What follows belongs to an exercise in optimizing a design on an open flow for small area; a production flow would make more cautious choices. Only simulation tests tie the RTL to the original design; equivalence was not proved.

==> module edgeDetection2, before the edit <==
module edgeDetection2(
    input  logic        clk,
    input  logic        n_rst,
    input  logic        startSignal,
    input  logic [23:0] inputData,
    input  logic        rwError,
    input  logic        readDone,
    input  logic        writeDone,
    output logic [31:0] readAddress,
    output logic [7:0]  outputData,
    output logic        readEnable,
    output logic        writeEnable,
    output logic        outputError
);
localparam [2:0] IDLE = 3'd0, GEN = 3'd1, WAITD = 3'd2, STORE = 3'd3,
                 ERR = 3'd4, WRITE = 3'd5;
reg [2:0] state;
wire exec  = (state == GEN);
wire store = (state == STORE);
wire grab  = (state == WAITD) & readDone & ~rwError;
reg  [3:0] cnt;      
reg        np3;      
wire       cntTop = np3 ? (cnt == 4'd3) : (cnt == 4'd9);
always_ff @(posedge clk, negedge n_rst)
    if (!n_rst) state <= IDLE;
    else case (state)
        IDLE:    if (startSignal) state <= GEN;
        GEN:     state <= WAITD;
        WAITD:   if (rwError) state <= ERR; else if (readDone) state <= STORE;
        STORE:   state <= cntTop ? WRITE : GEN;
        WRITE:   if (writeDone) state <= GEN;
        default: state <= state;
    endcase
assign readEnable  = (state == WAITD);
assign writeEnable = (state == WRITE);
assign outputError = (state == ERR);
reg [1:0] row;       
reg [9:0] col;       
reg [8:0] off;       
wire rowWrap = row[1] & row[0];
wire colWrap = col[9] & col[7];
wire offWrap = &{off[8:6], off[4:1]};
reg  colWrapD1, colWrapD2;
reg  np3Pre;
wire [9:0] colInc; wire [10:0] colC;
wire [8:0] offInc; wire [9:0] offC;
assign colC[0] = 1'b1;
assign offC[0] = 1'b1;
genvar gi;
generate
    for (gi = 0; gi < 10; gi = gi + 1) begin : colIncBit
        ha_u u (.a(col[gi]), .b(colC[gi]), .s(colInc[gi]), .co(colC[gi+1]));
    end
    for (gi = 0; gi < 9; gi = gi + 1) begin : offIncBit
        ha_u u (.a(off[gi]), .b(offC[gi]), .s(offInc[gi]), .co(offC[gi+1]));
    end
endgenerate
always_ff @(posedge clk, negedge n_rst)
    if (!n_rst) begin
        row <= '0; col <= '0; off <= '0;
        colWrapD1 <= 1'b0; colWrapD2 <= 1'b0;
        np3Pre <= 1'b0; np3 <= 1'b0;
    end else begin
        if (rowWrap) row <= '0; else if (exec) row <= {row[1] ^ row[0], ~row[0]};
        if (colWrap) col <= '0; else if (rowWrap) col <= colInc;
        if (offWrap) off <= '0; else if (colWrap) off <= offInc;
        colWrapD1 <= colWrap;
        colWrapD2 <= colWrapD1;
        np3Pre <= (|col[9:2]) | (col[1] & col[0]);
        np3 <= np3Pre;
    end
wire [11:0] addrHi;
addr_calc addrCalc (.row(row), .off(off), .col(col[9:7]), .hi(addrHi));
reg [18:0] addr;
always_ff @(posedge clk)
    if (exec) addr <= {addrHi, col[6:0]};
assign readAddress = {8'd0, addr, 5'd0};
always_ff @(posedge clk, negedge n_rst)
    if (!n_rst) cnt <= '0;
    else if (colWrapD2) cnt <= '0;
    else if (grab) begin
        if (np3 ? (cnt >= 4'd3) : (cnt >= 4'd9)) cnt <= 4'd1;
        else cnt <= cnt + 4'd1;
    end
wire [7:0] grey;
grey_conv greyConv (.inputData(inputData), .g(grey));
reg [7:0] pixel;
always_ff @(posedge clk) pixel <= grey;
reg [7:0] m1, m2, m3, m4, m5, m6, m7, m8, m9;
always_ff @(posedge clk) begin
    if (!np3) begin
        case (cnt)
            4'd1: m1 <= pixel;
            4'd2: m4 <= pixel;
            4'd3: m7 <= pixel;
            4'd4: m2 <= pixel;
            4'd5: m5 <= pixel;
            4'd6: m8 <= pixel;
            4'd7: m3 <= pixel;
            4'd8: m6 <= pixel;
            default: m9 <= pixel;
        endcase
    end else if (store) begin
        if (cnt == 4'd1) begin
            m1 <= m2; m2 <= m3; m3 <= pixel;
            m4 <= m5; m5 <= m6;
            m7 <= m8; m8 <= m9;
        end
        if (cnt == 4'd2) m6 <= pixel;
        if (cnt == 4'd3) m9 <= pixel;
    end
end
wire [7:0] mag;
sobel_mag sobelMag (.m1(m1), .m2(m2), .m3(m3), .m4(m4), .m6(m6), .m7(m7),
                    .m8(m8), .m9(pixel), .outputData(mag));
reg [7:0] outR;
always_ff @(posedge clk) outR <= mag;
assign outputData = outR;
endmodule
Settings: LEC_CHECK=0, CAP_MARGIN=20, CORE_MARGIN=2, CORE_UTILIZATION=40, SLEW_MARGIN=20, SYNTH_HIERARCHICAL=1; clock period 12.0 ns.
run.sh (not shown) runs the stock make flow with config.mk's settings and CLKGATE_MAP_FILE= SYNTH_SCRIPT=/design/flow/synth_recipe.tcl, a recipe that flattens the netlist after the stock synthesis.
Change:
--- a/flow/design.v
+++ b/flow/design.v
@@ -324,12 +324,8 @@
         end
         if (cnt == 4'd2) m6 <= pixel;
         if (cnt == 4'd3) m9 <= pixel;
     end
 end
-wire [7:0] mag;
 sobel_mag sobelMag (.m1(m1), .m2(m2), .m3(m3), .m4(m4), .m6(m6), .m7(m7),
-                    .m8(m8), .m9(pixel), .outputData(mag));
-reg [7:0] outR;
-always_ff @(posedge clk) outR <= mag;
-assign outputData = outR;
+                    .m8(m8), .m9(m9), .outputData(outputData));
 endmodule
=> This time the run produced a layout that fails on setup timing; clock-buffer cell count increases by 1; routed wire length is lower by about 5%; core utilization increases by 1.6 points; sequential share of layout area fell by 1.8 points; final area climbs by 0.63%; fmax goes down by 13%; setup slack is worse by 1.6 ns; global-route usage went down by 0.59 points; hold slack hardly moves.

[port drivers added, routing unchanged]
No port has a modelled driver above. Below, the same layouts with a new extraction and two added sets of constraints. Step 1 sets driving cells, clkbuf_16 on the clock port and buf_2 on the other inputs (assumed; they add their load-dependent delay and slew). Step 2 moves the port delays by t, midway between the first and last clock arrival at a register: inputs arrive t later, outputs are due t later. That takes back most of the time a late clock gives input paths. Three values: ideal ports, drivers, drivers and shift; two values: the first two.
run | t (ns) | slack for setup (ns) | worst setup path at the end
the first run | 0.466 | 1.035 / 1.035 / 1.035 | register to register
the second run | 0.453 | -0.546 / -0.590 / -0.137 | register to output
